This design comes from an exercise in tuning for small area, a short achievable clock period and few clock cycles on the open sky130 flow, not from production work.
In this exercise RTL edits were held to simulation tests only and were not proved equivalent to the original.
Power and IR drop assume default switching activity.

`flow/config.mk`:
```
export PLATFORM = sky130hd
export DESIGN_NAME = UT_TOP
export DESIGN_NICKNAME = UT_TOP
export VERILOG_FILES = /design/flow/design.v
export SDC_FILE = /design/flow/constraint.sdc
export NUM_CORES = 4
export LEC_CHECK = 0
export ABC_AREA = 1
export CAP_MARGIN = 20
export CORE_MARGIN = 2
export CORE_UTILIZATION = 60
export SLEW_MARGIN = 20
```
`flow/constraint.sdc`:
```
create_clock -name core_clock -period 9.0 [get_ports {clk}]
set_input_delay 1.8000 -clock core_clock [delete_from_list [all_inputs] [get_ports {clk}]]
set_output_delay 1.8000 -clock core_clock [all_outputs]
set_load 0.01 [all_outputs]
```
`flow/design.v`:
```
module B2BCD_IP (
    input  [5:0] bin,
    output [3:0] tens,
    output [3:0] units
);
assign tens  = bin / 6'd10;
assign units = bin % 6'd10;
endmodule
module UT_TOP (
    clk, rst_n, in_valid, in_time,
    out_valid, out_display, out_day
);
input clk, rst_n, in_valid;
input [30:0] in_time;
output reg out_valid;
output reg [3:0] out_display;
output reg [2:0] out_day;
reg [4:0] cnt;
reg [9:0]  R1;     
reg [15:0] S;      
reg [6:0]  LO;     
reg [1:0]  QD;     
reg [2:0]  W;      
reg        gt, lt; 
reg [10:0] R2;
reg [6:0]  Y;
reg [1:0]  HH;
reg [3:0]  MO;
reg [4:0]  DY;
wire [11:0] x1 = {R1, S[15:14]};
wire [1:0]  q1 = (x1 >= 12'd2025) ? 2'd3 : (x1 >= 12'd1350) ? 2'd2 : (x1 >= 12'd675) ? 2'd1 : 2'd0;
wire [11:0] r1n = (x1 >= 12'd2025) ? x1 - 12'd2025 : (x1 >= 12'd1350) ? x1 - 12'd1350 :
                  (x1 >= 12'd675) ? x1 - 12'd675 : x1;
wire [12:0] x2 = {R2, QD};
wire [1:0]  q2 = (x2 >= 13'd4383) ? 2'd3 : (x2 >= 13'd2922) ? 2'd2 : (x2 >= 13'd1461) ? 2'd1 : 2'd0;
wire [12:0] r2n = (x2 >= 13'd4383) ? x2 - 13'd4383 : (x2 >= 13'd2922) ? x2 - 13'd2922 :
                  (x2 >= 13'd1461) ? x2 - 13'd1461 : x2;
reg [2:0] wn;
always @(*) begin
    case ({W, q1})
        default: wn = ({W, 2'b00} + q1) % 7;
    endcase
end
reg [1:0] gdig;
always @(*) begin
    case (cnt[3:0])
        4'd2, 4'd3, 4'd4: gdig = 2'd2;
        4'd5: gdig = 2'd3;
        4'd7: gdig = 2'd3;
        4'd8: gdig = 2'd1;
        default: gdig = 2'd0;
    endcase
end
wire [1:0]  hh = (R1 >= 10'd450) ? 2'd2 : (R1 >= 10'd225) ? 2'd1 : 2'd0;
wire [9:0]  r1h = (R1 >= 10'd450) ? R1 - 10'd450 : (R1 >= 10'd225) ? R1 - 10'd225 : R1;
wire [8:0]  xh = {R1[7:0], LO[6]};
wire        bh = (xh >= 9'd225);
wire [8:0]  rh = bh ? xh - 9'd225 : xh;
wire [6:0]  xm = {R1[7:2], R1[1]};
wire        bm = (xm >= 7'd60);
wire [6:0]  rm = bm ? xm - 7'd60 : xm;
wire [8:0] doy  = R2[10:2];
wire       leap = (Y[1:0] == 2'b10);
wire [8:0] doyL = doy - (leap && (doy[8:5] != 4'd0));
wire [3:0] mcalc = (doy >= 9'd31) + (doyL >= 9'd59) + (doyL >= 9'd90) + (doyL >= 9'd120) +
                   (doyL >= 9'd151) + (doyL >= 9'd181) + (doyL >= 9'd212) + (doyL >= 9'd243) +
                   (doyL >= 9'd273) + (doyL >= 9'd304) + (doyL >= 9'd334);
reg [8:0] mst;    
always @(*) begin
    case (MO)
        4'd0: mst = 9'h1FF;
        4'd1: mst = 9'd30;
        4'd2: mst = 9'd58;
        4'd3: mst = 9'd89;
        4'd4: mst = 9'd119;
        4'd5: mst = 9'd150;
        4'd6: mst = 9'd180;
        4'd7: mst = 9'd211;
        4'd8: mst = 9'd242;
        4'd9: mst = 9'd272;
        4'd10: mst = 9'd303;
        default: mst = 9'd333;
    endcase
end
wire [8:0] dcalc = ((MO <= 4'd1) ? doy : doyL) - mst;
wire [7:0] yv = {1'b0, Y} + 8'd70;
wire [6:0] y99 = (yv >= 8'd100) ? yv - 8'd100 : yv[6:0];
wire [3:0] ytens = y99 / 7'd10;
wire [3:0] yunits = y99 % 7'd10;
reg [5:0] cv;
always @(*) begin
    case (cnt)
        5'd15, 5'd16: cv = {1'b0, DY};
        5'd17, 5'd18: cv = {1'b0, HH, LO[2:0]};
        5'd19, 5'd20: cv = {R1[1:0], LO[6:3]};
        default:      cv = R1[7:2];
    endcase
end
wire [3:0] ctens, cunits;
B2BCD_IP u_bcd (.bin(cv), .tens(ctens), .units(cunits));
wire GE = gt | ~lt;
wire [3:0] mo1 = MO + 4'd1;
reg [3:0] dig;
always @(*) begin
    case (cnt)
        5'd9:  dig = GE ? 4'd2 : 4'd1;
        5'd10: dig = GE ? 4'd0 : 4'd9;
        5'd11: dig = ytens;
        5'd12: dig = yunits;
        5'd13: dig = (MO >= 4'd9) ? 4'd1 : 4'd0;
        5'd14: dig = (MO >= 4'd9) ? MO - 4'd9 : mo1;
        5'd15, 5'd17, 5'd19, 5'd21: dig = ctens;
        5'd16, 5'd18, 5'd20, 5'd22: dig = cunits;
        default: dig = 4'd0;
    endcase
end
wire dslot = (cnt >= 5'd9) && (cnt <= 5'd22);
always @(posedge clk or negedge rst_n) begin
    if (!rst_n) begin
        cnt <= 5'd0;
        out_valid <= 1'b0;
        out_display <= 4'd0;
        out_day <= 3'd0;
    end else begin
        if (in_valid) cnt <= 5'd1;
        else if (cnt == 5'd23) cnt <= 5'd0;
        else if (cnt != 5'd0) cnt <= cnt + 5'd1;
        out_valid <= dslot;
        out_display <= dslot ? dig : 4'd0;
        out_day <= dslot ? W : 3'd0;
    end
end
always @(posedge clk) begin
    if (in_valid) begin
        R1 <= {2'b00, in_time[30:23]};
        S  <= in_time[22:7];
        LO <= in_time[6:0];
        QD <= 2'd0;
        W  <= 3'd2;
        gt <= 1'b0;
        lt <= 1'b0;
        R2 <= 11'd0;
    end else begin
        if (cnt >= 5'd1 && cnt <= 5'd8) begin
            R1 <= r1n[9:0];
            S  <= {S[13:0], 2'b00};
            QD <= q1;
            W  <= wn;
            if (!gt && !lt) begin
                gt <= (q1 > gdig);
                lt <= (q1 < gdig);
            end
        end
        if (cnt == 5'd9) QD <= 2'd2;
        if (cnt >= 5'd1 && cnt <= 5'd10) begin
            R2 <= r2n[10:0];
            Y  <= {Y[4:0], q2};
        end
        if (cnt == 5'd9) begin
            R1 <= r1h;
            HH <= hh;
        end
        if (cnt >= 5'd10 && cnt <= 5'd12) begin
            R1[7:0] <= rh[7:0];
            LO <= {LO[5:0], bh};
        end
        if (cnt >= 5'd13 && cnt <= 5'd18) begin
            R1[7:0] <= {rm[5:0], R1[0], LO[6]};
            LO[6:3] <= {LO[5:3], bm};
        end
        if (cnt == 5'd11) MO <= mcalc;
        if (cnt == 5'd12) DY <= dcalc[4:0];
    end
end
endmodule
```
`flow/run.sh`:
```
#!/bin/bash
# synth_recipe.tcl (not shown) runs the flow's synth.tcl, then flattens the netlist and writes it again
# the make line also repeats each setting of config.mk as NAME=value (left out here)
make -C /OpenROAD-flow-scripts/flow DESIGN_CONFIG=/design/flow/config.mk WORK_HOME=/design/flow/orfs CLKGATE_MAP_FILE= SYNTH_SCRIPT=/design/flow/synth_recipe.tcl finish
```
==> results of run 1 <==
-- final timing paths --
path	start	depth (start not counted)	to	slack (ns)
max	R2[7]	25	mst[2]	2.74
min	gt	2	gt	0.48
max reg2reg	R2[7]	25	mst[2]	2.74
min reg2reg	gt	2	gt	0.48
max in group asynchronous	rst_n	1	out_display[3]	6.59
min in group asynchronous	rst_n	1	out_valid	1.89
-- cells by family (layout without fill, tap and decap cells) --
| family | count (synthesis) | count (layout) | synth area share |
|---|---|---|---|
| AO/OA/AOI/OAI | 282 | 282 | 0.2037 |
| buffers and inverters | 223 | 250 | 0.1023 |
| XOR/XNOR | 37 | 37 | 0.03856 |
| AND/OR/NAND/NOR | 525 | 525 | 0.2753 |
| flip-flops | 87 | 87 | 0.2733 |
| adder cells (fa/ha/maj) | 67 | 67 | 0.1069 |
-- power groups by stage --
stage          combinational (uW)  clock [uW]  sequential (uW)
2_1_floorplan                2130           0              645
3_3_place_gp                 2540           0              728
3_5_place_dp                 2600           0              729
4_1_cts                      2620         410              721
5_1_grt                      3010         425              740
6_report                     2640         409              725
-- critical path, stage by stage, from the launching register on --
cell	delay, ns
sky130_fd_sc_hd__dfxtp_1	0.49
sky130_fd_sc_hd__nor2_1	0.11
sky130_fd_sc_hd__inv_1	0.08
sky130_fd_sc_hd__nor2_1	0.07
sky130_fd_sc_hd__nor3_1	0.17
sky130_fd_sc_hd__ha_1	0.24
sky130_fd_sc_hd__ha_1	0.24
sky130_fd_sc_hd__nand4_1	0.17
sky130_fd_sc_hd__nor3_1	0.20
sky130_fd_sc_hd__xor2_1	0.36
sky130_fd_sc_hd__inv_1	0.17
sky130_fd_sc_hd__nor2_1	0.31
sky130_fd_sc_hd__a31oi_1	0.11
sky130_fd_sc_hd__fa_1	0.55
sky130_fd_sc_hd__inv_1	0.05
sky130_fd_sc_hd__fa_1	0.48
sky130_fd_sc_hd__inv_1	0.06
sky130_fd_sc_hd__fa_1	0.50
sky130_fd_sc_hd__fa_1	0.45
sky130_fd_sc_hd__inv_1	0.10
sky130_fd_sc_hd__fa_1	0.44
sky130_fd_sc_hd__o21ai_0	0.36
sky130_fd_sc_hd__ha_1	0.23
sky130_fd_sc_hd__o21ai_0	0.10
sky130_fd_sc_hd__nand3_1	0.09
sky130_fd_sc_hd__nand2_1	0.05
-- layout make-up --
| class | count | area [um2] |
|---|---|---|
| multi-input combinational | 911 | 5248 |
| fill | 1271 | 4554 |
| sequential | 87 | 2297 |
| inverter | 190 | 713.2 |
| timing repair buffer | 44 | 427.9 |
| clock buffer | 9 | 225.2 |
| tap | 180 | 225.2 |
| clock inverter | 7 | 82.58 |
-- per-stage QoR --
step	setup WS (ns)	cell area, um2	utilization	total power (uW)
global placement	2.974	8911	0.6470	3273
detailed placement	2.776	8911	0.6470	3330
finish	2.737	9219	0.6693	3778
CTS	2.774	9219	0.6693	3749
floorplan	3.349	8404	-	2772
global route	2.263	9219	0.6693	4179
-- sequential cells by signal, summed over array words and instances, names as in the netlist --
| name | flops |
|---|---|
| W | 3 |
| QD | 2 |
| out_display | 4 |
| DY | 5 |
| out_day | 3 |
| out_valid | 1 |
| R1 | 10 |
| LO | 7 |
| lt | 1 |
| HH | 2 |
| MO | 4 |
| Y | 7 |
| S | 16 |
| R2 | 11 |
| cnt | 5 |
| gt | 1 |
| mst | 5 |
-- metal layers --
metal,up-vias,routed length (um),track usage
met1,3814,10010,0.4051
met5,-,13,0
li1,4109,-,-
met4,2,874,0.1487
met2,306,10520,0.5024
met3,60,1426,0.03439
-- synthesized netlist by cell type (17+ instances only) --
cell                       instances
sky130_fd_sc_hd__nand2_1         276
sky130_fd_sc_hd__inv_1           172
sky130_fd_sc_hd__nor2_1          113
sky130_fd_sc_hd__o21ai_0          99
sky130_fd_sc_hd__a21oi_1          79
sky130_fd_sc_hd__nand3_1          63
sky130_fd_sc_hd__ha_1             59
sky130_fd_sc_hd__edfxtp_1         49
sky130_fd_sc_hd__xor2_1           31
sky130_fd_sc_hd__dfxtp_1          25
sky130_fd_sc_hd__clkbuf_1         20
sky130_fd_sc_hd__o211ai_1         17
==> PnR_summary.wiki, run 1 <==
{| class="wikitable"
! Metric !! Value
|-
| Share of total power consumed by net switching || 0.5421
|-
| Netlist Area Pre-Place || ~8400 um2
|-
| Antenna diode count || 0
|-
| Period Utilization, post-route || 0.6959
|-
| Post-cts repair resize count || 0
|-
| Final min period || ~6.3 ns
|-
| Relative slew slack || 0.3933
|-
| Cell internal pwr || about 1700 uW
|-
| Wire length of the first global-routing pass || approximately 36,000 um
|-
| Final estimated routing congestion in global placement || around 0.99
|-
| DIE AREA || 14,970 um2
|-
| Total via count in the routed design || between 8,000 and 9,000
|-
| H-tree depth || 3
|-
| Maximum achievable frequency || 159.7 MHz
|-
| Biggest fanout along the worst timing path || 8
|-
| Proportion of synthesized chip area in sequential cells || 0.2733
|-
| Global-route usage over all layers || 0.3071
|-
| Post-cts hold buffer count || 0
|-
| Post-Layout Cell Count || roughly 1,400
|-
| Type of the tightest min-delay check || flip-flop to flip-flop
|-
| Worst IR Drop VDD || around 0.00025 V
|-
| Core region area || between 10,000 and 15,000 um2
|-
| Total negative slack || 0 ns
|-
| Number of warning messages in the yosys log || 1
|-
| Worst hold slack || around 0.48 ns
|-
| Most common cell after layout, fill and taps aside || sky130_fd_sc_hd__nand2_1
|-
| Synthesized netlist cell count || 1,221
|-
| Endpoint kind of the worst setup timing path || flip-flop
|-
| Drt first pass iters || 7
|-
| Core Rows || 43
|-
| Ys flop type || sky130_fd_sc_hd__edfxtp_1
|-
| Mean post-synth cell area || about 6.9 um2
|-
| Die extent in y || 122.4 um
|-
| Cell taking the most area after synthesis || sky130_fd_sc_hd__edfxtp_1
|-
| Number of input and output port buffers inserted || just over 40
|-
| Post-synth ARST share || 0.1494
|-
| Total number of nets in the final design || about 1,300
|-
| Final slew viol count || 0
|-
| Placed Instances || between 1,000 and 1,500
|-
| Total leakage power || between 0.004 and 0.005 uW
|-
| Clock-pin transition on the worst setup and hold timing paths || around 0.080 ns
|-
| Width of the die || between 100 and 150 um
|-
| Commonest cells after routing, fill and taps aside || sky130_fd_sc_hd__nand2_1, sky130_fd_sc_hd__inv_1, sky130_fd_sc_hd__nor2_1
|-
| Antenna violations before repair || 1
|-
| Post CTS Setup Buffer Count || 0
|-
| Setup repair after global routing missed its margin || no
|-
| Routed WL per cell || 16.00 um
|-
| Number of failing setup endpoints in the final timing report || 0
|-
| Starting Density || 0.6102
|-
| Number of enable-type register cells in the synthesized netlist || 49
|-
| Number of ports placed on the die boundary || 42
|-
| # clock sinks || 87
|-
| Count of final hold-check violations || 0
|-
| Remaining global-route overflow || 0
|-
| Share of Yosys cell area claimed by the top area cell type || 0.1751
|-
| P_sw || 2048 uW
|-
| Number of register bits inferred by synthesis || 87
|-
| Number of clock buffers inserted by TritonCTS || 9
|-
| Share of post-route cells with drive strength above 1 || 0.06891
|-
| Number of global-route vias before repair || ~7,500
|-
| Fraction of power consumed by the clock network || 0.108
|-
| HPWL Detailed || between 15,000 and 20,000 um
|-
| CTS tree || done
|-
| Largest net degree at the start of global routing || between 50 and 60
|-
| Detailed Route Iter0 Violations || 661
|-
| Clock network latency to the later pin of the worst-skew pair || 0.37 ns
|-
| Signal arrival time at the worst endpoint || ~6.5 ns
|-
| Required time of the critical path || a little over 9 ns
|-
| Critical Path Start Type || flip-flop
|-
| Part of the total power dissipated in sequential elements || 0.192
|-
| Part of the power in combinational logic || 0.700
|-
| Max-cap violations || 0
|-
| Cell Pwr Density || 409.8 nW/um2
|-
| Post-DR vias/cell || 5.806
|-
| Ranking of synthesized cells by area || sky130_fd_sc_hd__edfxtp_1, sky130_fd_sc_hd__nand2_1, sky130_fd_sc_hd__ha_1, sky130_fd_sc_hd__inv_1, sky130_fd_sc_hd__dfxtp_1
|-
| Clock tree root driver cell || sky130_fd_sc_hd__clkbuf_16
|-
| Slew at the pin closest to its max-slew limit || ~0.91 ns
|-
| Layout overhead on the synthesized area || 9.692%
|-
| Clock buffer depth || 2
|-
| Syn nets || 1,322
|-
| Post-route DRC || 0
|-
| Skew final || around 0.013 ns
|-
| Remaining number of nets flagged by the antenna check after routing || 0
|-
| Type of the setup path with the least slack || flip-flop to flip-flop
|-
| Routed WL || roughly 23,000 um
|-
| Count of different cell masters after synthesis || 60
|-
| Status || timing/DRC/antenna clean
|}
Testbench counts, summed over its fixed seeds: cycles 12,280.
==> run 2, diff against run 1 <==
--- a/flow/config.mk
+++ b/flow/config.mk
@@ -7,6 +7,5 @@
 export LEC_CHECK = 0
-export ABC_AREA = 1
 export CAP_MARGIN = 20
 export CORE_MARGIN = 2
-export CORE_UTILIZATION = 60
+export CORE_UTILIZATION = 40
 export SLEW_MARGIN = 20
==> run 2 against run 1 <==
Compared with the run above: non-clock buffer count grew 4; worst hold slack improved by 0.030 ns; utilization decreased by 22 points; synthesized area up 5.6%; clock power decreased by 3%; worst setup slack got worse by 0.26 ns; design area up 5.3%; synthesized cell count fell by 9.0%; clock-buffer cell count up 1; power rose by 3.1%; flip-flop and latch count unchanged; critical path type unchanged; critical endpoint is now mst[1].
==> PnR_summary.wiki, run 2 <==
{| class="wikitable"
! Metric !! Value
|-
| Total leakage power || 0.003800 uW (-13%)
|-
| Skew final || 0.005675 ns (-0.007797 ns)
|-
| Worst hold slack || 0.5128 ns (+0.02984 ns)
|-
| Number of register bits inferred by synthesis || 87 (unchanged)
|-
| Largest registers || S (16), R2 (11), R1 (10)
|-
| Worst reg2reg startpoint || R2[7]
|-
| Maximum achievable frequency || 153.3 MHz (-4.0%)
|-
| Type of the setup path with the least slack || flip-flop to flip-flop
|-
| Total stage count of the critical path || 26 (+4.0%)
|-
| Number of input and output port buffers inserted || 41 (unchanged)
|-
| Ys flop type || sky130_fd_sc_hd__edfxtp_1
|-
| Number of enable-type register cells in the synthesized netlist || 49 (unchanged)
|-
| Clock-pin transition on the worst setup and hold timing paths || 0.07 ns (about the same)
|-
| Total negative slack || 0 ns (unchanged)
|-
| Number of failing setup endpoints in the final timing report || 0 (unchanged)
|-
| Clock buffer depth || 2 (unchanged)
|-
| Synthesized netlist cell count || 1,111 (-9.0%)
|-
| Post-cts repair resize count || 0 (unchanged)
|-
| Worst setup path endpoint || mst[1]
|-
| HPWL Detailed || 17,820 um (+2.8%)
|-
| Largest register FFs || 16 (unchanged)
|-
| Clock tree root driver cell || sky130_fd_sc_hd__clkbuf_16
|-
| Number of clock buffers inserted by TritonCTS || 9 (unchanged)
|-
| Die extent in y || 153.0 um (+25%)
|-
| Slew at the pin closest to its max-slew limit || 1.023 ns (+0.1129 ns)
|-
| Post-cts hold buffer count || 0 (unchanged)
|-
| Final estimated routing congestion in global placement || 0.9224 (-6.4%)
|-
| Commonest cells after routing, fill and taps aside || sky130_fd_sc_hd__nand2_1, sky130_fd_sc_hd__nor2_1, sky130_fd_sc_hd__a21oi_1
|-
| Count of different cell masters after synthesis || 98 (+63%)
|-
| Antenna violations before repair || 0 (-1)
|-
| Max-cap violations || 0 (unchanged)
|-
| Number of ports placed on the die boundary || 42 (unchanged)
|-
| Post-Layout Cell Count || 1,386 (-2.9%)
|-
| H-tree depth || 3 (unchanged)
|-
| Worst stage delay on the critical path || 0.51 ns (-0.04 ns)
|-
| Worst IR Drop VDD || 0.0001446 V (-42%)
|-
| Setup slack, reg-to-reg || 2.48 ns (-0.26 ns)
|-
| Capturing point of the worst reg2reg path || mst[1]
|-
| Clock network latency to the later pin of the worst-skew pair || 0.36 ns (about the same)
|-
| Number of global-route vias before repair || 7,618 (+2.0%)
|-
| Filler Cell Count || 2,169 (+71%)
|-
| Routed WL || 24,160 um (+5.8%)
|-
| Post CTS Setup Buffer Count || 0 (unchanged)
|-
| Width of the die || 153.0 um (+25%)
|-
| Critical Path Start Type || flip-flop
|-
| Share of post-route cells with drive strength above 1 || 0.06962 (+0.0007100)
|-
| Relative slew slack || 0.3135 (-0.07981)
|-
| Period Utilization, post-route || 0.7247 (+0.02884)
|-
| CTS tree || done
|-
| Total via count in the routed design || 8,203 (-1.1%)
|-
| Netlist Area Pre-Place || 8877 um2 (+5.6%)
|-
| # clock sinks || 87 (unchanged)
|-
| Remaining global-route overflow || 0 (unchanged)
|-
| Most flops, register || S
|-
| Biggest fanout along the worst timing path || 11 (+3)
|-
| Register cell area after layout || 2297 um2 (unchanged)
|-
| Final min period || 6.523 ns (+0.2596 ns)
|-
| Mean post-synth cell area || 7.990 um2 (+16%)
|-
| Synth top cells by count || sky130_fd_sc_hd__nand2_1, sky130_fd_sc_hd__nor2_1, sky130_fd_sc_hd__a21oi_1
|-
| Post-route DRC || 0 (unchanged)
|-
| Syn nets || 1,212 (-8.3%)
|-
| Starting Density || 0.4068 (-0.2034)
|-
| Proportion of synthesized chip area in sequential cells || 0.2588 (-0.01456)
|-
| Antenna diode count || 0 (unchanged)
|-
| Required time of the critical path || 9.23 ns (-0.02 ns)
|-
| Ranking of synthesized cells by area || sky130_fd_sc_hd__edfxtp_1, sky130_fd_sc_hd__ha_1, sky130_fd_sc_hd__dfxtp_1, sky130_fd_sc_hd__nand2_1, sky130_fd_sc_hd__a21oi_1
|-
| Post-DR vias/cell || 5.918 (+1.9%)
|-
| CP max stage cell || sky130_fd_sc_hd__nor4_1
|-
| Cell Pwr Density || 401.1 nW/um2 (-2.1%)
|-
| Core region area || 21,820 um2 (+58%)
|-
| Signal arrival time at the worst endpoint || 6.75 ns (+0.23 ns)
|-
| Remaining number of nets flagged by the antenna check after routing || 0 (unchanged)
|-
| Detailed Route Iter0 Violations || 564 (-15%)
|-
| Setup repair after global routing missed its margin || no
|-
| Wire length of the first global-routing pass || 39,530 um (+9.4%)
|-
| Cell with the most instances after synthesis || sky130_fd_sc_hd__nand2_1
|-
| Type of the tightest min-delay check || flip-flop to flip-flop
|-
| Largest net degree at the start of global routing || 68 (+31%)
|-
| Cell taking the most area after synthesis || sky130_fd_sc_hd__edfxtp_1
|-
| Status || timing/DRC/antenna clean
|-
| Drt first pass iters || 5 (-2)
|-
| Layout overhead on the synthesized area || 9.387%
|-
| Area occupied by multi-input gates || 6040 um2 (+15%)
|-
| Worst-case reg-to-reg path depth || 26 (+4.0%)
|-
| Total power of the final layout || 3895 uW (+3.1%)
|-
| Routed WL per cell || 17.43 um (+9.0%)
|-
| Core Rows || 54 (+26%)
|-
| Worst path buffer plus inverter count || 3 (-2)
|-
| Placed Instances || 1,370 (-3.0%)
|-
| Delay-heaviest family, CP || adder cells
|-
| Share of Yosys cell area claimed by the top area cell type || 0.1658 (-0.009328)
|-
| Count of final hold-check violations || 0 (unchanged)
|-
| Global-route usage over all layers || 0.2050 (-0.1021)
|-
| Total number of nets in the final design || 1,202 (-11%)
|-
| Final slew viol count || 0 (unchanged)
|-
| Crit path from || R2[7]
|-
| Number of warning messages in the yosys log || 1 (unchanged)
|-
| Crit path top cell by count || sky130_fd_sc_hd__fa_1
|-
| Endpoint kind of the worst setup timing path || flip-flop
|-
| Most common cell after layout, fill and taps aside || sky130_fd_sc_hd__nand2_1
|-
| Post-synth ARST share || 0.1494 (unchanged)
|-
| DIE AREA || 23,400 um2 (+56%)
|}
## run 2: per-layer routing
| metal | up-vias | part of all wire | global-route usage |
|---|---|---|---|
| met5 | - | 0 | 0 |
| met1 | 3844 | 0.46 | 0.2798 |
| met2 | 261 | 0.46 | 0.3278 |
| met3 | 40 | 0.052 | 0.02864 |
| li1 | 4058 | - | - |
| met4 | 0 | 0.029 | 0.08289 |
## run 2: worst reg2reg max path, delay by kind of cell, from the launching register on
family,cells,cell delay (ns)
AO/OA/AOI/OAI,6,1.10
XOR/XNOR,1,0.51
adder cells (fa/ha/maj),8,2.88
buffers and inverters,3,0.25
flip-flops,1,0.42
multiplexers,1,0.08
AND/OR/NAND/NOR,7,1.16
## run 2: area by class of cell
type,count,share of cell area
Clock inverter,6,0.005798
Inverter,69,0.02667
Multi-Input combinational cell,886,0.6220
Clock buffer,10,0.02577
Sequential cell,87,0.2366
Timing Repair Buffer,48,0.04716
Tap cell,280,0.03608
## run 2: how the worst min path moves through the flow
stage | start | to | slack, ns | cells past startpoint
finish | lt | lt | 0.51 | 2
global placement | lt | lt | 0.47 | 2
global route | lt | lt | 0.54 | 2
detailed placement | lt | lt | 0.49 | 2
CTS | gt | gt | 0.51 | 2
floorplan | Y[4] | Y[6] | 0.43 | 0
## run 2: per-stage QoR
step                        util  instance area, um2  setup WS, ns
final                     0.4450                9711         2.477
after global placement    0.4309                9404         2.729
after detailed placement  0.4309                9404         2.473
after global routing      0.4450                9711         1.764
after floorplan                -                8877         3.127
after CTS                 0.4450                9711         2.443
## run 2: power by group
part / total (uW) / internal (uW) / switching, uW / leakage, uW
logic: 2690 / 1110 / 1580 / 0.00277
registers: 809 / 583 / 226 / 0.000879
clock network: 397 / 211 / 186 / 0.000149
total: 3900 / 1910 / 1990 / 0.00380
## run 2: cells by family after synthesis
group,synth area share
flops,0.2588
buf+inv,0.06145
fa+ha+maj,0.1023
simple gates,0.1910
xor+xnor,0.04933
compound gates,0.2825
mux,0.05469

port drivers added, routing unchanged:
How much do the figures lean on ideal ports? The routed layouts below were timed once more, with nothing changed but the port constraints. Step 1 sets driving cells, clkbuf_16 on the clock port and buf_2 on the other inputs (assumed; they add their load-dependent delay and slew). Step 2 times the ports against the registers' clock, not the clock port: input delays grow and output delays shrink by t, the midpoint of the rising clock arrivals with the driver on. a / b / c = ideal ports / drivers / drivers and shift; a / b = the first two.
| run | t, ns | slack for setup (ns) | clock arrival spread, ns | worst data-port slew with drivers (ns) |
|---|---|---|---|---|
| run 1 | 0.400 | 2.737 / 2.737 / 2.737 | 0.016 / 0.016 | 0.04 |
| run 2 | 0.397 | 2.477 / 2.477 / 2.477 | 0.006 / 0.007 | 0.04 |
After both steps every run listed still meets setup and hold.
